What follows belongs to an exercise in optimizing a design on an open flow for small area and a short achievable clock period; a production flow would make more cautious choices. Function was checked by simulation only, so behaviour that the tests miss may differ from the original.

==> flow/design.v (outline; a module is shown in full before it is edited, if it fits) <==
// module buck_cv_pi: 992 lines
// module fa_m: 4 lines
// module ha_m: 4 lines
module buck_cv_pi(clk_sample,rst,Vout_from_buck,Time_on);
  // ...
==> flow/flow/run.sh <==
#!/bin/bash
# Standard layout, except that the port buffers inserted before global
# placement use buf_2 cells instead of the default choice.
set -e
export BUFFER_PORTS_ARGS="-buffer_cell sky130_fd_sc_hd__buf_2"
bash standard.sh > standard.log 2>&1
==> flow/standard.sh <==
#!/bin/bash
# synth_recipe.tcl (not shown) runs the flow's synth.tcl, then flattens the netlist and writes it again
# the make line also repeats each setting of config.mk as NAME=value (left out here)
make -C /OpenROAD-flow-scripts/flow DESIGN_CONFIG=/design/flow/config.mk WORK_HOME=/design/flow/orfs CLKGATE_MAP_FILE= SYNTH_SCRIPT=/design/flow/synth_recipe.tcl "${@:-finish}"
==> flow/config.mk <==
export PLATFORM = sky130hd
export DESIGN_NAME = buck_cv_pi
export DESIGN_NICKNAME = buck_cv_pi
export VERILOG_FILES = /design/flow/design.v
export SDC_FILE = /design/flow/constraint.sdc
export NUM_CORES = 4
export LEC_CHECK = 0
export ABC_AREA = 1
export CAP_MARGIN = 20
export CORE_MARGIN = 2
export CORE_UTILIZATION = 50
export SLEW_MARGIN = 20
export SYNTH_HIERARCHICAL = 1
==> flow/constraint.sdc <==
create_clock -name core_clock -period 175.0 [get_ports {clk_sample}]
set_input_delay 35.0000 -clock core_clock [delete_from_list [all_inputs] [get_ports {clk_sample}]]
set_output_delay 35.0000 -clock core_clock [all_outputs]
set_load 0.01 [all_outputs]
==> impl_metrics.toml, run 1 <==
[yosys]
synth_ff_type = "dfxtp_1"
synthXorXnorAreaFrac = 0.02550
synthCells = 1296
synth_edf_count = 0

[critical_path]
timing.rr.end = "A[39]$_SDFF_PP0_"
worstSetupEndpointType = "output port"
critPathSlowestCell = "dfxtp_1"
crit_fanout = 21
crit_type = "reg2out"

[drt]
finalWirelength_um = 27160
wl_per_cell_um = 17.26
ant_nets = 0

[global_routing]
first_global_vias = 8642
busiest_layer = "met2"
use_met2 = 0.4540

[final_layout]
drive_gt1_frac = 0.05500
non_clock_inverter_count = 264
design.seq.count = 56
largest_register_ffs = 39

[clocking]
ctsHoldBuffers = 0
path_clk_slew_ns = 0.07

[timing]
max_slew_margin = 0.4025
hold_violations = 0
skew_ns = 0.006413
period_share = 0.2568

[min_path]
min_path_cells = 4

[run_status]
status = "finished clean"
==> inputs of run 2 (changes only) <==
--- a/flow/design.v
+++ b/flow/design.v
@@ -432,91 +432,91 @@
 wire n419 = n213 ^ n418;
 wire n420 = n213 | n418;
 wire n421, n422;
 fa_m un421(.a(n214), .b(n217), .c(n420), .s(n421), .co(n422));
 wire n423 = n223 ^ n422;
 wire n424 = n223 | n422;
 wire n425 = n229 ^ n424;
 wire n426 = n229 | n424;
-wire n427 = n230 ^ n233;
-wire n428 = n230 | n233;
-wire n429 = n240 ^ n245;
-wire n430 = n240 | n245;
-wire n431 = n254 ^ n261;
-wire n432 = n254 | n261;
-wire n433 = n262 ^ n269;
-wire n434 = n262 | n269;
-wire n435 = n280 ^ n287;
-wire n436 = n280 | n287;
-wire n437 = n288 ^ n295;
-wire n438 = n288 | n295;
-wire n439 = n296 ^ n305;
-wire n440 = n296 | n305;
-wire n441 = n306 ^ n313;
-wire n442 = n306 | n313;
-wire n443 = n346 ^ n353;
-wire n444 = n346 | n353;
-wire n445 = n362 ^ n367;
-wire n446 = n362 | n367;
-wire n447, n448;
-ha_m un447(.a(~n368), .b(n371), .s(n447), .co(n448));
+wire n427, n428;
+fa_m un427(.a(n230), .b(n233), .c(n426), .s(n427), .co(n428));
+wire n429 = n239 ^ n428;
+wire n430 = n239 | n428;
+wire n431 = n240 ^ n245;
+wire n432 = n240 | n245;
+wire n433 = n254 ^ n261;
+wire n434 = n254 | n261;
+wire n435 = n262 ^ n269;
+wire n436 = n262 | n269;
+wire n437 = n280 ^ n287;
+wire n438 = n280 | n287;
+wire n439 = n288 ^ n295;
+wire n440 = n288 | n295;
+wire n441 = n296 ^ n305;
+wire n442 = n296 | n305;
+wire n443 = n306 ^ n313;
+wire n444 = n306 | n313;
+wire n445 = n346 ^ n353;
+wire n446 = n346 | n353;
+wire n447 = n362 ^ n367;
+wire n448 = n362 | n367;
 wire n449, n450;
-ha_m un449(.a(n392), .b(n393), .s(n449), .co(n450));
-wire n451 = ~n428 | (n427 & ~n426);
-wire n452 = 1'b0 | (~n239 & n451);
-wire n453 = ~n239 & n427;
-wire n454 = 1'b0 | (~n253 & ~n430);
-wire n455 = ~n253 & n429;
-wire n456 = ~n434 | (n433 & ~n432);
-wire n457 = n433 & n431;
-wire n458 = ~n436 | (n435 & 1'b0);
-wire n459 = n435 & ~n279;
-wire n460 = ~n440 | (n439 & ~n438);
-wire n461 = n439 & n437;
-wire n462 = 1'b0 | (~n321 & ~n442);
-wire n463 = ~n321 & n441;
+ha_m un449(.a(~n368), .b(n371), .s(n449), .co(n450));
+wire n451, n452;
+ha_m un451(.a(n392), .b(n393), .s(n451), .co(n452));
+wire n453 = ~n432 | (n431 & ~n430);
+wire n454 = 1'b0 | (~n253 & n453);
+wire n455 = ~n253 & n431;
+wire n456 = ~n436 | (n435 & ~n434);
+wire n457 = n435 & n433;
+wire n458 = ~n438 | (n437 & 1'b0);
+wire n459 = n437 & ~n279;
+wire n460 = ~n442 | (n441 & ~n440);
+wire n461 = n441 & n439;
+wire n462 = 1'b0 | (~n321 & ~n444);
+wire n463 = ~n321 & n443;
 wire n464 = 1'b0 | (~n337 & 1'b0);
 wire n465 = ~n337 & ~n329;
-wire n466 = ~n444 | (n443 & 1'b0);
-wire n467 = n443 & ~n345;
-wire n468 = ~n446 | (n445 & 1'b0);
-wire n469 = n445 & ~n361;
-wire n470 = 1'b0 | (n375 & n448);
-wire n471 = n375 & n447;
+wire n466 = ~n446 | (n445 & 1'b0);
+wire n467 = n445 & ~n345;
+wire n468 = ~n448 | (n447 & 1'b0);
+wire n469 = n447 & ~n361;
+wire n470 = 1'b0 | (n375 & n450);
+wire n471 = n375 & n449;
 wire n472 = 1'b0 | (n383 & 1'b0);
 wire n473 = n383 & n379;
 wire n474 = 1'b0 | (n391 & 1'b0);
 wire n475 = n391 & n387;
-wire n476 = 1'b0 | (~n395 & n450);
-wire n477 = ~n395 & n449;
+wire n476 = 1'b0 | (~n395 & n452);
+wire n477 = ~n395 & n451;
 wire n478 = 1'b0 | (~n399 & 1'b0);
 wire n479 = ~n399 & ~n397;
 wire n480 = 1'b0 | (~n403 & 1'b0);
 wire n481 = ~n403 & ~n401;
 wire n482 = 1'b0 | (~n407 & 1'b0);
 wire n483 = ~n407 & ~n405;
 wire n484 = 1'b0 | (~n411 & 1'b0);
 wire n485 = ~n411 & ~n409;
-wire n486 = n454 | (n455 & n452);
-wire n487 = n455 & n453;
-wire n488 = n458 | (n459 & n456);
-wire n489 = n459 & n457;
-wire n490 = n462 | (n463 & n460);
-wire n491 = n463 & n461;
-wire n492 = n466 | (n467 & n464);
-wire n493 = n467 & n465;
-wire n494 = n470 | (n471 & n468);
-wire n495 = n471 & n469;
-wire n496 = n474 | (n475 & n472);
-wire n497 = n475 & n473;
-wire n498 = n478 | (n479 & n476);
-wire n499 = n479 & n477;
-wire n500 = n482 | (n483 & n480);
-wire n501 = n483 & n481;
+wire n486 = n456 | (n457 & n454);
+wire n487 = n457 & n455;
+wire n488 = n460 | (n461 & n458);
+wire n489 = n461 & n459;
+wire n490 = n464 | (n465 & n462);
+wire n491 = n465 & n463;
+wire n492 = n468 | (n469 & n466);
+wire n493 = n469 & n467;
+wire n494 = n472 | (n473 & n470);
+wire n495 = n473 & n471;
+wire n496 = n476 | (n477 & n474);
+wire n497 = n477 & n475;
+wire n498 = n480 | (n481 & n478);
+wire n499 = n481 & n479;
+wire n500 = n484 | (n485 & n482);
+wire n501 = n485 & n483;
 wire n502 = n488 | (n489 & n486);
 wire n503 = n489 & n487;
 wire n504 = n492 | (n493 & n490);
 wire n505 = n493 & n491;
 wire n506 = n496 | (n497 & n494);
 wire n507 = n497 & n495;
 wire n508 = n500 | (n501 & n498);
 wire n509 = n501 & n499;
@@ -529,167 +529,161 @@
 wire n516 = n506 | (n507 & n510);
 wire n517 = n507 & n511;
 wire n518 = n490 | (n491 & n502);
 wire n519 = n491 & n503;
 wire n520 = n494 | (n495 & n510);
 wire n521 = n495 & n511;
 wire n522 = n498 | (n499 & n516);
 wire n523 = n499 & n517;
-wire n524 = n456 | (n457 & n486);
-wire n525 = n457 & n487;
-wire n526 = n460 | (n461 & n502);
-wire n527 = n461 & n503;
-wire n528 = n464 | (n465 & n518);
-wire n529 = n465 & n519;
-wire n530 = n468 | (n469 & n510);
-wire n531 = n469 & n511;
-wire n532 = n472 | (n473 & n520);
-wire n533 = n473 & n521;
-wire n534 = n476 | (n477 & n516);
-wire n535 = n477 & n517;
-wire n536 = n480 | (n481 & n522);
-wire n537 = n481 & n523;
-wire n538 = n484 | (n485 & n514);
-wire n539 = n485 & n515;
-wire n540 = ~n430 | (n429 & n452);
-wire n541 = n429 & n453;
-wire n542 = ~n432 | (n431 & n486);
-wire n543 = n431 & n487;
-wire n544 = 1'b0 | (~n279 & n524);
-wire n545 = ~n279 & n525;
-wire n546 = ~n438 | (n437 & n502);
-wire n547 = n437 & n503;
-wire n548 = ~n442 | (n441 & n526);
-wire n549 = n441 & n527;
-wire n550 = 1'b0 | (~n329 & n518);
-wire n551 = ~n329 & n519;
-wire n552 = 1'b0 | (~n345 & n528);
-wire n553 = ~n345 & n529;
-wire n554 = 1'b0 | (~n361 & n510);
-wire n555 = ~n361 & n511;
-wire n556 = n448 | (n447 & n530);
-wire n557 = n447 & n531;
-wire n558 = 1'b0 | (n379 & n520);
-wire n559 = n379 & n521;
-wire n560 = 1'b0 | (n387 & n532);
-wire n561 = n387 & n533;
-wire n562 = n450 | (n449 & n516);
-wire n563 = n449 & n517;
-wire n564 = 1'b0 | (~n397 & n534);
-wire n565 = ~n397 & n535;
-wire n566 = 1'b0 | (~n401 & n522);
-wire n567 = ~n401 & n523;
-wire n568 = 1'b0 | (~n405 & n536);
-wire n569 = ~n405 & n537;
-wire n570 = 1'b0 | (~n409 & n514);
-wire n571 = ~n409 & n515;
-wire n572 = 1'b0 | (~n413 & n538);
-wire n573 = ~n413 & n539;
-wire n574 = n427 ^ ~n426;
-wire n575 = ~n239 ^ n451;
-wire n576 = n429 ^ n452;
-wire n577 = ~n253 ^ n540;
-wire n578 = n431 ^ n486;
-wire n579 = n433 ^ n542;
-wire n580 = ~n279 ^ n524;
-wire n581 = n435 ^ n544;
-wire n582 = n437 ^ n502;
-wire n583 = n439 ^ n546;
-wire n584 = n441 ^ n526;
-wire n585 = ~n321 ^ n548;
-wire n586 = ~n329 ^ n518;
-wire n587 = ~n337 ^ n550;
-wire n588 = ~n345 ^ n528;
-wire n589 = n443 ^ n552;
-wire n590 = ~n361 ^ n510;
-wire n591 = n445 ^ n554;
-wire n592 = n447 ^ n530;
-wire n593 = n375 ^ n556;
-wire n594 = n379 ^ n520;
-wire n595 = n383 ^ n558;
-wire n596 = n387 ^ n532;
-wire n597 = n391 ^ n560;
-wire n598 = n449 ^ n516;
-wire n599 = ~n395 ^ n562;
-wire n600 = ~n397 ^ n534;
-wire n601 = ~n399 ^ n564;
-wire n602 = ~n401 ^ n522;
-wire n603 = ~n403 ^ n566;
-wire n604 = ~n405 ^ n536;
-wire n605 = ~n407 ^ n568;
-wire n606 = ~n409 ^ n514;
-wire n607 = ~n411 ^ n570;
-wire n608 = ~n413 ^ n538;
-wire [40:0] S = {n608, n607, n606, n605, n604, n603, n602, n601, n600, n599, n598, n597, n596, n595, n594, n593, n592, n591, n590, n589, n588, n587, n586, n585, n584, n583, n582, n581, n580, n579, n578, n577, n576, n575, n574, n425, n423, ~n421, n419, n417, n415};
+wire n524 = n458 | (n459 & n486);
+wire n525 = n459 & n487;
+wire n526 = n462 | (n463 & n502);
+wire n527 = n463 & n503;
+wire n528 = n466 | (n467 & n518);
+wire n529 = n467 & n519;
+wire n530 = n470 | (n471 & n510);
+wire n531 = n471 & n511;
+wire n532 = n474 | (n475 & n520);
+wire n533 = n475 & n521;
+wire n534 = n478 | (n479 & n516);
+wire n535 = n479 & n517;
+wire n536 = n482 | (n483 & n522);
+wire n537 = n483 & n523;
+wire n538 = ~n434 | (n433 & n454);
+wire n539 = n433 & n455;
+wire n540 = 1'b0 | (~n279 & n486);
+wire n541 = ~n279 & n487;
+wire n542 = ~n440 | (n439 & n524);
+wire n543 = n439 & n525;
+wire n544 = ~n444 | (n443 & n502);
+wire n545 = n443 & n503;
+wire n546 = 1'b0 | (~n329 & n526);
+wire n547 = ~n329 & n527;
+wire n548 = 1'b0 | (~n345 & n518);
+wire n549 = ~n345 & n519;
+wire n550 = 1'b0 | (~n361 & n528);
+wire n551 = ~n361 & n529;
+wire n552 = n450 | (n449 & n510);
+wire n553 = n449 & n511;
+wire n554 = 1'b0 | (n379 & n530);
+wire n555 = n379 & n531;
+wire n556 = 1'b0 | (n387 & n520);
+wire n557 = n387 & n521;
+wire n558 = n452 | (n451 & n532);
+wire n559 = n451 & n533;
+wire n560 = 1'b0 | (~n397 & n516);
+wire n561 = ~n397 & n517;
+wire n562 = 1'b0 | (~n401 & n534);
+wire n563 = ~n401 & n535;
+wire n564 = 1'b0 | (~n405 & n522);
+wire n565 = ~n405 & n523;
+wire n566 = 1'b0 | (~n409 & n536);
+wire n567 = ~n409 & n537;
+wire n568 = 1'b0 | (~n413 & n514);
+wire n569 = ~n413 & n515;
+wire n570 = n431 ^ ~n430;
+wire n571 = ~n253 ^ n453;
+wire n572 = n433 ^ n454;
+wire n573 = n435 ^ n538;
+wire n574 = ~n279 ^ n486;
+wire n575 = n437 ^ n540;
+wire n576 = n439 ^ n524;
+wire n577 = n441 ^ n542;
+wire n578 = n443 ^ n502;
+wire n579 = ~n321 ^ n544;
+wire n580 = ~n329 ^ n526;
+wire n581 = ~n337 ^ n546;
+wire n582 = ~n345 ^ n518;
+wire n583 = n445 ^ n548;
+wire n584 = ~n361 ^ n528;
+wire n585 = n447 ^ n550;
+wire n586 = n449 ^ n510;
+wire n587 = n375 ^ n552;
+wire n588 = n379 ^ n530;
+wire n589 = n383 ^ n554;
+wire n590 = n387 ^ n520;
+wire n591 = n391 ^ n556;
+wire n592 = n451 ^ n532;
+wire n593 = ~n395 ^ n558;
+wire n594 = ~n397 ^ n516;
+wire n595 = ~n399 ^ n560;
+wire n596 = ~n401 ^ n534;
+wire n597 = ~n403 ^ n562;
+wire n598 = ~n405 ^ n522;
+wire n599 = ~n407 ^ n564;
+wire n600 = ~n409 ^ n536;
+wire n601 = ~n411 ^ n566;
+wire n602 = ~n413 ^ n514;
+wire [40:0] S = {n602, n601, n600, n599, n598, n597, n596, n595, n594, n593, n592, n591, n590, n589, n588, n587, n586, n585, n584, n583, n582, n581, n580, n579, n578, n577, n576, n575, n574, n573, n572, n571, n570, n429, ~n427, n425, n423, ~n421, n419, n417, n415};
+wire n603, n604;
+fa_m un603(.a(A[5]), .b(A[9]), .c(A[13]), .s(n603), .co(n604));
+wire n605, n606;
+fa_m un605(.a(A[17]), .b(A[21]), .c(A[25]), .s(n605), .co(n606));
+wire n607, n608;
+fa_m un607(.a(A[29]), .b(A[33]), .c(A[37]), .s(n607), .co(n608));
 wire n609, n610;
-fa_m un609(.a(A[5]), .b(A[9]), .c(A[13]), .s(n609), .co(n610));
+fa_m un609(.a(n603), .b(n605), .c(n607), .s(n609), .co(n610));
 wire n611, n612;
-fa_m un611(.a(A[17]), .b(A[21]), .c(A[25]), .s(n611), .co(n612));
+fa_m un611(.a(A[6]), .b(A[10]), .c(A[14]), .s(n611), .co(n612));
 wire n613, n614;
-fa_m un613(.a(A[29]), .b(A[33]), .c(A[37]), .s(n613), .co(n614));
+fa_m un613(.a(A[18]), .b(A[22]), .c(A[26]), .s(n613), .co(n614));
 wire n615, n616;
-fa_m un615(.a(n609), .b(n611), .c(n613), .s(n615), .co(n616));
+fa_m un615(.a(A[30]), .b(A[34]), .c(A[38]), .s(n615), .co(n616));
 wire n617, n618;
-fa_m un617(.a(A[6]), .b(A[10]), .c(A[14]), .s(n617), .co(n618));
+fa_m un617(.a(n604), .b(n606), .c(n608), .s(n617), .co(n618));
 wire n619, n620;
-fa_m un619(.a(A[18]), .b(A[22]), .c(A[26]), .s(n619), .co(n620));
+fa_m un619(.a(n611), .b(n613), .c(n615), .s(n619), .co(n620));
 wire n621, n622;
-fa_m un621(.a(A[30]), .b(A[34]), .c(A[38]), .s(n621), .co(n622));
+fa_m un621(.a(n610), .b(n617), .c(n619), .s(n621), .co(n622));
 wire n623, n624;
-fa_m un623(.a(n610), .b(n612), .c(n614), .s(n623), .co(n624));
+fa_m un623(.a(A[7]), .b(A[11]), .c(A[15]), .s(n623), .co(n624));
 wire n625, n626;
-fa_m un625(.a(n617), .b(n619), .c(n621), .s(n625), .co(n626));
+fa_m un625(.a(A[19]), .b(A[23]), .c(A[27]), .s(n625), .co(n626));
 wire n627, n628;
-fa_m un627(.a(n616), .b(n623), .c(n625), .s(n627), .co(n628));
+fa_m un627(.a(A[31]), .b(A[35]), .c(A[39]), .s(n627), .co(n628));
 wire n629, n630;
-fa_m un629(.a(A[7]), .b(A[11]), .c(A[15]), .s(n629), .co(n630));
+fa_m un629(.a(n612), .b(n614), .c(n616), .s(n629), .co(n630));
 wire n631, n632;
-fa_m un631(.a(A[19]), .b(A[23]), .c(A[27]), .s(n631), .co(n632));
+fa_m un631(.a(n623), .b(n625), .c(n627), .s(n631), .co(n632));
 wire n633, n634;
-fa_m un633(.a(A[31]), .b(A[35]), .c(A[39]), .s(n633), .co(n634));
+fa_m un633(.a(n618), .b(n620), .c(n629), .s(n633), .co(n634));
 wire n635, n636;
-fa_m un635(.a(n618), .b(n620), .c(n622), .s(n635), .co(n636));
+fa_m un635(.a(n631), .b(n622), .c(n633), .s(n635), .co(n636));
 wire n637, n638;
-fa_m un637(.a(n629), .b(n631), .c(n633), .s(n637), .co(n638));
+fa_m un637(.a(A[8]), .b(A[12]), .c(A[16]), .s(n637), .co(n638));
 wire n639, n640;
-fa_m un639(.a(n624), .b(n626), .c(n635), .s(n639), .co(n640));
+fa_m un639(.a(A[20]), .b(A[24]), .c(A[28]), .s(n639), .co(n640));
 wire n641, n642;
-fa_m un641(.a(n637), .b(n628), .c(n639), .s(n641), .co(n642));
+fa_m un641(.a(A[32]), .b(A[36]), .c(A[40]), .s(n641), .co(n642));
 wire n643, n644;
-fa_m un643(.a(A[8]), .b(A[12]), .c(A[16]), .s(n643), .co(n644));
+fa_m un643(.a(n624), .b(n626), .c(n628), .s(n643), .co(n644));
 wire n645, n646;
-fa_m un645(.a(A[20]), .b(A[24]), .c(A[28]), .s(n645), .co(n646));
+fa_m un645(.a(n637), .b(n639), .c(n641), .s(n645), .co(n646));
 wire n647, n648;
-fa_m un647(.a(A[32]), .b(A[36]), .c(A[40]), .s(n647), .co(n648));
+fa_m un647(.a(n630), .b(n632), .c(n643), .s(n647), .co(n648));
 wire n649, n650;
-fa_m un649(.a(n630), .b(n632), .c(n634), .s(n649), .co(n650));
+fa_m un649(.a(n645), .b(n634), .c(n647), .s(n649), .co(n650));
 wire n651, n652;
-fa_m un651(.a(n643), .b(n645), .c(n647), .s(n651), .co(n652));
+fa_m un651(.a(n638), .b(n640), .c(n642), .s(n651), .co(n652));
 wire n653, n654;
-fa_m un653(.a(n636), .b(n638), .c(n649), .s(n653), .co(n654));
+fa_m un653(.a(n644), .b(n646), .c(n651), .s(n653), .co(n654));
 wire n655, n656;
-fa_m un655(.a(n651), .b(n640), .c(n653), .s(n655), .co(n656));
+fa_m un655(.a(n609), .b(n648), .c(n653), .s(n655), .co(n656));
 wire n657, n658;
-fa_m un657(.a(n644), .b(n646), .c(n648), .s(n657), .co(n658));
+fa_m un657(.a(n652), .b(n654), .c(n621), .s(n657), .co(n658));
 wire n659, n660;
-fa_m un659(.a(n650), .b(n652), .c(n657), .s(n659), .co(n660));
+ha_m un659(.a(n650), .b(n655), .s(n659), .co(n660));
 wire n661, n662;
-fa_m un661(.a(n615), .b(n654), .c(n659), .s(n661), .co(n662));
+fa_m un661(.a(n656), .b(n657), .c(n660), .s(n661), .co(n662));
 wire n663, n664;
-fa_m un663(.a(n658), .b(n660), .c(n627), .s(n663), .co(n664));
+fa_m un663(.a(n635), .b(n658), .c(n662), .s(n663), .co(n664));
 wire n665, n666;
-ha_m un665(.a(n656), .b(n661), .s(n665), .co(n666));
-wire n667, n668;
-fa_m un667(.a(n662), .b(n663), .c(n666), .s(n667), .co(n668));
-wire n669, n670;
-fa_m un669(.a(n641), .b(n664), .c(n668), .s(n669), .co(n670));
-wire n671, n672;
-fa_m un671(.a(n642), .b(n655), .c(n670), .s(n671), .co(n672));
-wire [4:0] rs = {n672, n671, n669, n667, n665};
+fa_m un665(.a(n636), .b(n649), .c(n664), .s(n665), .co(n666));
+wire [4:0] rs = {n666, n665, n663, n661, n659};
 wire [3:0] rho;
 assign rho[0] = (rs[0] & ~rs[1] & ~rs[4]) | (~rs[0] & ~rs[2] & rs[4]) | (rs[0] & ~rs[2] & ~rs[4]) | (~rs[0] & ~rs[3] & rs[4]) | (rs[0] & ~rs[3] & ~rs[4]) | (~rs[0] & ~rs[1] & rs[4]);
 assign rho[1] = (rs[1] & ~rs[2] & ~rs[4]) | (rs[0] & ~rs[1] & rs[4]) | (~rs[0] & rs[1] & ~rs[3]) | (~rs[0] & rs[1] & ~rs[4]) | (rs[1] & ~rs[3] & ~rs[4]) | (~rs[0] & rs[1] & ~rs[2]);
 assign rho[2] = (~rs[1] & rs[2]) | (rs[2] & ~rs[3] & ~rs[4]) | (rs[0] & rs[1] & ~rs[2] & rs[4]) | (~rs[0] & rs[2] & ~rs[4]) | (~rs[0] & rs[2] & ~rs[3]);
 assign rho[3] = (~rs[2] & rs[3]) | (~rs[1] & rs[3]) | (~rs[0] & rs[3] & ~rs[4]) | (rs[0] & rs[1] & rs[2] & rs[4]);
 wire [2:0] m5;
 assign m5[0] = (A[2] & A[4] & rho[0] & rho[1] & rho[2]) | (~A[2] & ~A[4] & rho[0] & rho[1] & rho[2]) | (~A[2] & A[4] & rho[1] & rho[2] & rho[3]) | (A[2] & A[3] & A[4] & ~rho[0] & ~rho[1] & rho[3]) | (~A[2] & ~A[3] & ~A[4] & ~rho[0] & rho[1] & ~rho[3]) | (~A[2] & ~A[3] & A[4] & ~rho[1] & ~rho[2] & rho[3]) | (A[2] & ~A[3] & ~A[4] & ~rho[1] & rho[2] & ~rho[3]) | (A[2] & ~A[4] & ~rho[0] & rho[1] & ~rho[2] & rho[3]) | (~A[2] & A[3] & ~A[4] & ~rho[0] & ~rho[1] & rho[3]) | (A[2] & A[3] & ~A[4] & rho[0] & ~rho[1] & ~rho[3]) | (~A[2] & A[3] & A[4] & ~rho[0] & ~rho[1] & ~rho[3]) | (A[2] & ~A[4] & ~rho[0] & ~rho[1] & ~rho[2] & ~rho[3]) | (A[2] & A[4] & ~rho[0] & rho[1] & ~rho[2] & ~rho[3]) | (~A[2] & A[3] & ~A[4] & rho[1] & ~rho[2] & ~rho[3]) | (A[2] & A[3] & A[4] & rho[0] & rho[2] & rho[3]) | (A[2] & A[3] & A[4] & rho[0] & rho[1] & ~rho[3]) | (~A[2] & A[3] & A[4] & ~rho[0] & rho[1] & rho[3]) | (A[2] & A[4] & ~rho[0] & ~rho[1] & rho[2] & rho[3]) | (A[2] & ~A[3] & A[4] & rho[1] & rho[2] & ~rho[3]) | (~A[2] & ~A[3] & ~A[4] & rho[0] & rho[1] & rho[3]) | (~A[2] & A[3] & ~A[4] & rho[0] & rho[2] & rho[3]) | (A[2] & ~A[3] & ~A[4] & ~rho[0] & rho[1] & rho[3]) | (A[2] & A[3] & ~A[4] & rho[1] & ~rho[2] & rho[3]) | (~A[2] & ~A[4] & ~rho[0] & ~rho[1] & rho[2] & rho[3]) | (~A[2] & A[4] & rho[0] & ~rho[1] & ~rho[2] & rho[3]) | (~A[2] & ~A[3] & A[4] & rho[0] & rho[2] & rho[3]) | (~A[2] & A[4] & ~rho[0] & ~rho[1] & rho[2] & ~rho[3]) | (A[2] & ~A[3] & A[4] & rho[0] & rho[1] & rho[3]) | (~A[2] & A[3] & A[4] & ~rho[1] & rho[2] & ~rho[3]) | (~A[2] & ~A[3] & A[4] & rho[0] & rho[1] & ~rho[2] & ~rho[3]) | (~A[2] & ~A[3] & ~A[4] & rho[0] & ~rho[1] & ~rho[2] & ~rho[3]) | (A[2] & A[3] & ~A[4] & ~rho[0] & rho[1] & rho[2] & ~rho[3]) | (A[2] & ~A[3] & ~A[4] & rho[0] & ~rho[1] & ~rho[2] & rho[3]) | (A[2] & ~A[3] & A[4] & rho[0] & ~rho[1] & ~rho[2] & ~rho[3]);
 assign m5[1] = (~A[2] & ~A[3] & rho[0] & rho[1] & rho[3]) | (~A[2] & A[3] & rho[0] & rho[1] & rho[2]) | (A[2] & ~A[3] & rho[1] & rho[2] & rho[3]) | (~A[3] & A[4] & rho[0] & ~rho[1] & ~rho[2] & ~rho[3]) | (A[3] & A[4] & ~rho[0] & ~rho[1] & rho[2] & rho[3]) | (A[2] & A[3] & ~rho[0] & ~rho[1] & ~rho[2] & ~rho[3]) | (A[2] & A[3] & ~A[4] & ~rho[0] & ~rho[2] & rho[3]) | (A[2] & A[3] & A[4] & rho[0] & rho[2] & ~rho[3]) | (~A[2] & ~A[3] & ~A[4] & rho[0] & ~rho[1] & ~rho[2]) | (A[2] & A[3] & ~A[4] & rho[0] & ~rho[1] & rho[2]) | (~A[2] & A[3] & ~rho[0] & rho[1] & ~rho[2] & ~rho[3]) | (A[2] & ~A[3] & rho[0] & ~rho[1] & ~rho[2] & rho[3]) | (A[2] & A[3] & A[4] & ~rho[0] & rho[1] & ~rho[2]) | (A[2] & ~A[3] & ~rho[0] & ~rho[1] & rho[2] & ~rho[3]) | (~A[2] & ~A[3] & ~rho[0] & rho[1] & rho[2] & ~rho[3]) | (~A[3] & A[4] & rho[0] & rho[1] & rho[3]) | (~A[3] & ~A[4] & rho[1] & rho[2] & rho[3]) | (~A[2] & ~A[3] & A[4] & rho[0] & ~rho[2] & ~rho[3]) | (~A[2] & A[3] & A[4] & ~rho[0] & rho[2] & rho[3]) | (A[3] & ~A[4] & ~rho[0] & rho[1] & ~rho[2] & rho[3]) | (A[2] & ~A[3] & ~A[4] & ~rho[0] & rho[2] & rho[3]) | (A[3] & ~A[4] & rho[0] & ~rho[1] & rho[2] & ~rho[3]) | (~A[2] & ~A[3] & A[4] & rho[0] & rho[2] & rho[3]) | (A[3] & ~A[4] & ~rho[0] & ~rho[1] & ~rho[2] & ~rho[3]) | (~A[2] & A[3] & A[4] & ~rho[0] & ~rho[1] & rho[2]) | (A[2] & ~A[3] & A[4] & ~rho[0] & rho[1] & rho[2]) | (~A[3] & ~A[4] & ~rho[0] & ~rho[1] & rho[2] & ~rho[3]) | (~A[2] & A[3] & ~rho[0] & ~rho[1] & rho[2] & rho[3]) | (A[2] & ~A[3] & ~A[4] & rho[0] & rho[1] & rho[2]) | (A[2] & ~A[3] & ~A[4] & ~rho[0] & rho[1] & ~rho[2] & ~rho[3]) | (~A[2] & A[3] & A[4] & rho[0] & ~rho[1] & ~rho[2] & rho[3]) | (A[2] & A[3] & ~A[4] & rho[0] & rho[1] & ~rho[2] & ~rho[3]) | (~A[2] & ~A[3] & A[4] & ~rho[0] & ~rho[1] & ~rho[2] & rho[3]);
@@ -859,129 +853,129 @@
 wire gx32 = A[34] & ge32;
 wire gy32 = A[34] | ge32;
 wire ge33 = cc[32] ? gx32 : gy32;
 wire gx33 = A[35] & ge33;
 wire gy33 = A[35] | ge33;
 wire ge = cc[33] ? gx33 : gy33;
 wire g = hs[0] & ge;
 wire t = dm24 >= (g ? th1 : th0);
-wire n673, n674;
-ha_m un673(.a(A[9]), .b(A[5]), .s(n673), .co(n674));
-wire n675 = A[10] ^ A[6];
-wire n676 = A[10] | A[6];
-wire n677 = A[11] ^ A[7];
-wire n678 = A[11] | A[7];
-wire n679 = A[12] ^ A[8];
-wire n680 = A[12] | A[8];
+wire n667, n668;
+ha_m un667(.a(A[9]), .b(A[5]), .s(n667), .co(n668));
+wire n669 = A[10] ^ A[6];
+wire n670 = A[10] | A[6];
+wire n671 = A[11] ^ A[7];
+wire n672 = A[11] | A[7];
+wire n673 = A[12] ^ A[8];
+wire n674 = A[12] | A[8];
+wire n675, n676;
+ha_m un675(.a(A[13]), .b(A[9]), .s(n675), .co(n676));
+wire n677, n678;
+ha_m un677(.a(~A[5]), .b(k30[8]), .s(n677), .co(n678));
+wire n679, n680;
+fa_m un679(.a(A[14]), .b(A[10]), .c(A[6]), .s(n679), .co(n680));
 wire n681, n682;
-ha_m un681(.a(A[13]), .b(A[9]), .s(n681), .co(n682));
+ha_m un681(.a(k30[9]), .b(rho[1]), .s(n681), .co(n682));
 wire n683, n684;
-ha_m un683(.a(~A[5]), .b(k30[8]), .s(n683), .co(n684));
+fa_m un683(.a(~A[6]), .b(k30[1]), .c(rho[1]), .s(n683), .co(n684));
 wire n685, n686;
-fa_m un685(.a(A[14]), .b(A[10]), .c(A[6]), .s(n685), .co(n686));
+fa_m un685(.a(~A[7]), .b(k30[2]), .c(rho[2]), .s(n685), .co(n686));
 wire n687, n688;
-ha_m un687(.a(k30[9]), .b(rho[1]), .s(n687), .co(n688));
+fa_m un687(.a(~A[8]), .b(k30[3]), .c(rho[3]), .s(n687), .co(n688));
 wire n689, n690;
-fa_m un689(.a(~A[6]), .b(k30[1]), .c(rho[1]), .s(n689), .co(n690));
+fa_m un689(.a(~n667), .b(k30[4]), .c(rho[0]), .s(n689), .co(n690));
 wire n691, n692;
-fa_m un691(.a(~A[7]), .b(k30[2]), .c(rho[2]), .s(n691), .co(n692));
+fa_m un691(.a(~n668), .b(n669), .c(k30[5]), .s(n691), .co(n692));
 wire n693, n694;
-fa_m un693(.a(~A[8]), .b(k30[3]), .c(rho[3]), .s(n693), .co(n694));
+fa_m un693(.a(~n670), .b(n671), .c(k30[6]), .s(n693), .co(n694));
 wire n695, n696;
-fa_m un695(.a(~n673), .b(k30[4]), .c(rho[0]), .s(n695), .co(n696));
+fa_m un695(.a(~n672), .b(n673), .c(k30[7]), .s(n695), .co(n696));
 wire n697, n698;
-fa_m un697(.a(~n674), .b(n675), .c(k30[5]), .s(n697), .co(n698));
+fa_m un697(.a(n674), .b(n675), .c(~n677), .s(n697), .co(n698));
 wire n699, n700;
-fa_m un699(.a(~n676), .b(n677), .c(k30[6]), .s(n699), .co(n700));
+fa_m un699(.a(n676), .b(n679), .c(~n678), .s(n699), .co(n700));
 wire n701, n702;
-fa_m un701(.a(~n678), .b(n679), .c(k30[7]), .s(n701), .co(n702));
+ha_m un701(.a(A[5]), .b(k30[0]), .s(n701), .co(n702));
 wire n703, n704;
-fa_m un703(.a(n680), .b(n681), .c(~n683), .s(n703), .co(n704));
+fa_m un703(.a(~A[5]), .b(n683), .c(g), .s(n703), .co(n704));
 wire n705, n706;
-fa_m un705(.a(n682), .b(n685), .c(~n684), .s(n705), .co(n706));
+fa_m un705(.a(n684), .b(n685), .c(g), .s(n705), .co(n706));
 wire n707, n708;
-ha_m un707(.a(A[5]), .b(k30[0]), .s(n707), .co(n708));
+fa_m un707(.a(n686), .b(n687), .c(g), .s(n707), .co(n708));
 wire n709, n710;
-fa_m un709(.a(~A[5]), .b(n689), .c(g), .s(n709), .co(n710));
+fa_m un709(.a(n688), .b(n689), .c(g), .s(n709), .co(n710));
 wire n711, n712;
-fa_m un711(.a(n690), .b(n691), .c(g), .s(n711), .co(n712));
+fa_m un711(.a(n691), .b(rho[1]), .c(n690), .s(n711), .co(n712));
 wire n713, n714;
-fa_m un713(.a(n692), .b(n693), .c(g), .s(n713), .co(n714));
+fa_m un713(.a(n692), .b(n693), .c(rho[2]), .s(n713), .co(n714));
 wire n715, n716;
-fa_m un715(.a(n694), .b(n695), .c(g), .s(n715), .co(n716));
+fa_m un715(.a(n694), .b(n695), .c(rho[3]), .s(n715), .co(n716));
 wire n717, n718;
-fa_m un717(.a(n697), .b(rho[1]), .c(n696), .s(n717), .co(n718));
+fa_m un717(.a(n696), .b(~n697), .c(rho[0]), .s(n717), .co(n718));
 wire n719, n720;
-fa_m un719(.a(n698), .b(n699), .c(rho[2]), .s(n719), .co(n720));
+fa_m un719(.a(n698), .b(n699), .c(~n681), .s(n719), .co(n720));
 wire n721, n722;
-fa_m un721(.a(n700), .b(n701), .c(rho[3]), .s(n721), .co(n722));
+ha_m un721(.a(n701), .b(rho[0]), .s(n721), .co(n722));
 wire n723, n724;
-fa_m un723(.a(n702), .b(~n703), .c(rho[0]), .s(n723), .co(n724));
+ha_m un723(.a(n703), .b(n702), .s(n723), .co(n724));
 wire n725, n726;
-fa_m un725(.a(n704), .b(n705), .c(~n687), .s(n725), .co(n726));
+ha_m un725(.a(n705), .b(n704), .s(n725), .co(n726));
 wire n727, n728;
-ha_m un727(.a(n707), .b(rho[0]), .s(n727), .co(n728));
+ha_m un727(.a(n707), .b(n706), .s(n727), .co(n728));
 wire n729, n730;
 ha_m un729(.a(n709), .b(n708), .s(n729), .co(n730));
 wire n731, n732;
 ha_m un731(.a(n711), .b(n710), .s(n731), .co(n732));
 wire n733, n734;
 ha_m un733(.a(n713), .b(n712), .s(n733), .co(n734));
 wire n735, n736;
 ha_m un735(.a(n715), .b(n714), .s(n735), .co(n736));
 wire n737, n738;
 ha_m un737(.a(n717), .b(n716), .s(n737), .co(n738));
 wire n739, n740;
-ha_m un739(.a(n719), .b(n718), .s(n739), .co(n740));
-wire n741, n742;
-ha_m un741(.a(n721), .b(n720), .s(n741), .co(n742));
-wire n743, n744;
-ha_m un743(.a(n723), .b(n722), .s(n743), .co(n744));
-wire n745, n746;
-ha_m un745(.a(~n725), .b(n724), .s(n745), .co(n746));
-wire n747 = n730 | (n729 & n728);
-wire n748 = n729 & n727;
-wire n749 = n734 | (n733 & n732);
-wire n750 = n733 & n731;
-wire n751 = n738 | (n737 & n736);
-wire n752 = n737 & n735;
-wire n753 = n742 | (n741 & n740);
-wire n754 = n741 & n739;
-wire n755 = n746 | (n745 & n744);
-wire n756 = n745 & n743;
-wire n757 = n749 | (n750 & n747);
-wire n758 = n750 & n748;
-wire n759 = n753 | (n754 & n751);
-wire n760 = n754 & n752;
-wire n761 = n759 | (n760 & n757);
-wire n762 = n760 & n758;
-wire n763 = n751 | (n752 & n757);
-wire n764 = n752 & n758;
-wire n765 = n755 | (n756 & n761);
-wire n766 = n756 & n762;
-wire n767 = n732 | (n731 & n747);
-wire n768 = n731 & n748;
-wire n769 = n736 | (n735 & n757);
-wire n770 = n735 & n758;
-wire n771 = n740 | (n739 & n763);
-wire n772 = n739 & n764;
-wire n773 = n744 | (n743 & n761);
-wire n774 = n743 & n762;
-wire n775 = n727 ^ t;
-wire n776 = n729 ^ (n728 | (n727 & t));
-wire n777 = n731 ^ (n747 | (n748 & t));
-wire n778 = n733 ^ (n767 | (n768 & t));
-wire n779 = n735 ^ (n757 | (n758 & t));
-wire n780 = n737 ^ (n769 | (n770 & t));
-wire n781 = n739 ^ (n763 | (n764 & t));
-wire n782 = n741 ^ (n771 | (n772 & t));
-wire n783 = n743 ^ (n761 | (n762 & t));
-wire n784 = n745 ^ (n773 | (n774 & t));
-wire [9:0] T = {n784, n783, n782, n781, n780, n779, n778, n777, n776, n775};
+ha_m un739(.a(~n719), .b(n718), .s(n739), .co(n740));
+wire n741 = n724 | (n723 & n722);
+wire n742 = n723 & n721;
+wire n743 = n728 | (n727 & n726);
+wire n744 = n727 & n725;
+wire n745 = n732 | (n731 & n730);
+wire n746 = n731 & n729;
+wire n747 = n736 | (n735 & n734);
+wire n748 = n735 & n733;
+wire n749 = n740 | (n739 & n738);
+wire n750 = n739 & n737;
+wire n751 = n743 | (n744 & n741);
+wire n752 = n744 & n742;
+wire n753 = n747 | (n748 & n745);
+wire n754 = n748 & n746;
+wire n755 = n753 | (n754 & n751);
+wire n756 = n754 & n752;
+wire n757 = n745 | (n746 & n751);
+wire n758 = n746 & n752;
+wire n759 = n749 | (n750 & n755);
+wire n760 = n750 & n756;
+wire n761 = n726 | (n725 & n741);
+wire n762 = n725 & n742;
+wire n763 = n730 | (n729 & n751);
+wire n764 = n729 & n752;
+wire n765 = n734 | (n733 & n757);
+wire n766 = n733 & n758;
+wire n767 = n738 | (n737 & n755);
+wire n768 = n737 & n756;
+wire n769 = n721 ^ t;
+wire n770 = n723 ^ (n722 | (n721 & t));
+wire n771 = n725 ^ (n741 | (n742 & t));
+wire n772 = n727 ^ (n761 | (n762 & t));
+wire n773 = n729 ^ (n751 | (n752 & t));
+wire n774 = n731 ^ (n763 | (n764 & t));
+wire n775 = n733 ^ (n757 | (n758 & t));
+wire n776 = n735 ^ (n765 | (n766 & t));
+wire n777 = n737 ^ (n755 | (n756 & t));
+wire n778 = n739 ^ (n767 | (n768 & t));
+wire [9:0] T = {n778, n777, n776, n775, n774, n773, n772, n771, n770, n769};
 assign Time_on = rf ? 10'd200 : T;
 always @(posedge clk_sample) begin
   if (rst) begin
     A  <= 41'd0;
     vp <= 16'd2500;
     rf <= 1'b1;
   end else begin
     A  <= S;
==> impl_metrics.toml, run 2 <==
[yosys]
synth_area_mm2 = 0.01005
synth_cell_types = 50
syn_nets = 1591
netlist_top_cells_area = "fa_1 (27%), ha_1 (16%), dfxtp_1 (11%)"
yosysWarnings = 7
seq_area_frac_synth = 0.1116
synth-seq-cells = 56
synth_common_cells = "inv_1 (260), nand2_1 (183), nor2_1 (168), fa_1 (134), ha_1 (129)"
synth-async-reset-ratio = 0
synth_ff_type = "dfxtp_1"
syn_area_per_cell_um2 = 7.671
synth_top_area_cell = "fa_1"
synthCells = 1310
synth.top_cell.area_share = 0.2670
synth_edf_count = 0
synth.most_common_cell = "inv_1"

[floorplanning]
start_util = 0.5129
die_height_um = 145.8
core_area_mm2 = 0.01959
io_pins = 28
die_x_um = 145.8
fp-row-count = 51
dieArea_mm2 = 0.02125

[flow_run]
drv_cap = 0

[timing]
clock.fmax_mhz = 22.10
max_slew.worst_pin.slew_ns = 1.146
period_share = 0.2586
skew_ns = 0.01142
max_slew_margin = 0.2164
timing.final.max_slew_violations = 0
finalSetupTns_ns = 0
finalSetupViolCount = 0
hold_violations = 0
rsz0062_at_grt = "false"
min_period_ns = 45.25

[final_layout]
fillers = 1902
diodes = 0
layout.nets = 1600
areaGrowthSynthToFinish_pct = 4.756
largest_register_ffs = 39
drive_gt1_frac = 0.06136
fin_cells = 1585
top_regs = "A: 39 flops, vp: 16 flops, rf: 1 flops"
final_cell_mix = "inv_1 (260), nand2_1 (183), nor2_1 (168), fa_1 (134), ha_1 (129)"
final_util = 0.5373
regMostFlops = "A"
layout_commonest_cell = "inv_1"

[critical_path]
crit_top_cell = "nand2_1"
crit_path_max_incr_delay_ns = 0.84
reg2reg_from = "A[40]$_SDFF_PP0_"
cp.required_ns = 140.00
worstSetupEndpointType = "output port"
crit_type = "reg2out"
startpoint_type = "flop"
worstPathArrival_ns = 10.25
crit_fanout = 20
rrSetupSlack_ns = 162.09
startpoint = "A[40]$_SDFF_PP0_"
critPathSlowestCell = "dfxtp_1"

[min_path]
hp-start = "A[35]$_SDFF_PP0_"
hp-class = "reg2reg"

[drt]
route.met2.wl_um = 12730
wl_met3_um = 1424
drt_iter0_markers = 695
wl_per_cell_um = 17.16
drtPass1Iterations = 5
drc = 0
finalWirelength_um = 27200
ant_nets = 0
top_layer = "met4"
avgViaCountPerCell = 5.415
wl_met1_um = 12420
vias = 8582

[clocking]
clockRootBuffer = "clkbuf_16"
cts_tree = "built"
cts_inserted_buffers = 5
cts_resized = 0
cts.sinks = 56
post-cts-setup-buffers = 0
h-tree-depth = 2
path_clk_slew_ns = 0.08
clk_latency_ns = 0.31
cts_max_path_buffers = 2
ctsHoldBuffers = 0

[global_routing]
first_global_vias = 8481
antenna_found_initial = 0
gr-total-overflow = 0
grt_use_total = 0.2619
grt_max_degree = 50
grt_pass1_wl_um = 44420

[placed_design]
gp_congestion = 0.9251
dp_hpwl_um = 22590
place_inst = 1577
numPortBuffers = 27

[run_status]
status = "finished clean"
[run 2: cell types whose count changed after synthesis, sizes merged, moves of 4 or more]
cell / change
inv: +9
nor2: +8
buf: +7
clkbuf: -6
o2111ai: -6
o21ai: +6
a211oi: +5
nand2: -4
or2: -4
[run 2: logic make-up (layout without fill, tap and decap cells)]
family / Yosys count / after routing / synth area share
simple gates: 469 / 469 / 0.2005
buf+inv: 304 / 314 / 0.1200
fa+ha+maj: 263 / 263 / 0.4276
compound gates: 190 / 190 / 0.1164
flops: 56 / 56 / 0.1116
xor+xnor: 27 / 27 / 0.02353
other cells: 1 / 1 / 0.0003732
[run 2: through the flow]
step	hold WS (ns)	worst slack, ns	instance area, um^2
global route	0.8408	128.95	10530
global placement	0.7585	130.20	10380
detailed placement	0.7806	130.12	10380
finish	0.7866	129.75	10530
CTS	0.7995	129.75	10530
floorplan	0.6869	131.77	10050
[run 2: final timing paths]
kind / endpoint / cells past startpoint
setup reg to reg: A[39]$_SDFF_PP0_ / 52
setup / recovery: Time_on[9] / 48
hold / removal: A[35]$_SDFF_PP0_ / 4
hold reg to reg: A[35]$_SDFF_PP0_ / 4
[run 2: Yosys stat by module, one instance, submodules excluded]
module | times used | area [um^2]
buck_cv_pi | 1 | 6758
ha_m | 55 | 12.51
fa_m | 130 | 20.02
[run 2: area by class of cell]
cell class | instances | area [um^2] | area share
multi-input cells | 950 | 7721 | 0.7335
well taps | 265 | 331.6 | 0.03150
clock inverters | 2 | 10.01 | 0.0009509
repair buffers | 32 | 172.7 | 0.01640
clock buffers | 6 | 138.9 | 0.01319
inverters | 274 | 1031 | 0.09794
flip-flops and latches | 56 | 1121 | 0.1065
[run 2: metal layers]
layer / vias to the layer above / global-route usage
met3: 48 / 0.02414
met1: 4032 / 0.3641
li1: 4199 / -
met5: - / 0
met2: 303 / 0.4387
met4: 0 / 0.07206
[run 2: critical path, delay by kind of cell, from the launching register on]
family | cells | cell delay [ns]
adder cells (fa/ha/maj) | 9 | 3.70
AND/OR/NAND/NOR | 15 | 1.78
flip-flops | 1 | 0.84
buffers and inverters | 10 | 1.23
AO/OA/AOI/OAI | 14 | 2.39

-- separate check: timing with driven ports --
The results above use ideal ports. As a check the final layouts listed here were re-extracted and re-timed, cells and wires unchanged. Step 1: set_driving_cell puts a clkbuf_16 on clk_sample and a buf_2 on each other input, an assumption about the parent block. Step 2 times the ports against the registers' clock, not the clock port: input delays grow and output delays shrink by t, the midpoint of the rising clock arrivals with the driver on. Three values: ideal ports, drivers, drivers and shift; two values: the first two.
run | shift t [ns] | slack for setup (ns) | hold WS [ns] | worst setup path after step 2 | worst data-port slew with drivers (ns)
run 1 | 0.340 | 130.054 / 130.013 / 130.353 | 0.759 / 0.759 / 0.759 | register to output | 0.03
run 2 | 0.346 | 129.752 / 129.707 / 130.053 | 0.787 / 0.787 / 0.787 | register to output | 0.04
After both steps setup and hold are still met in every run listed.
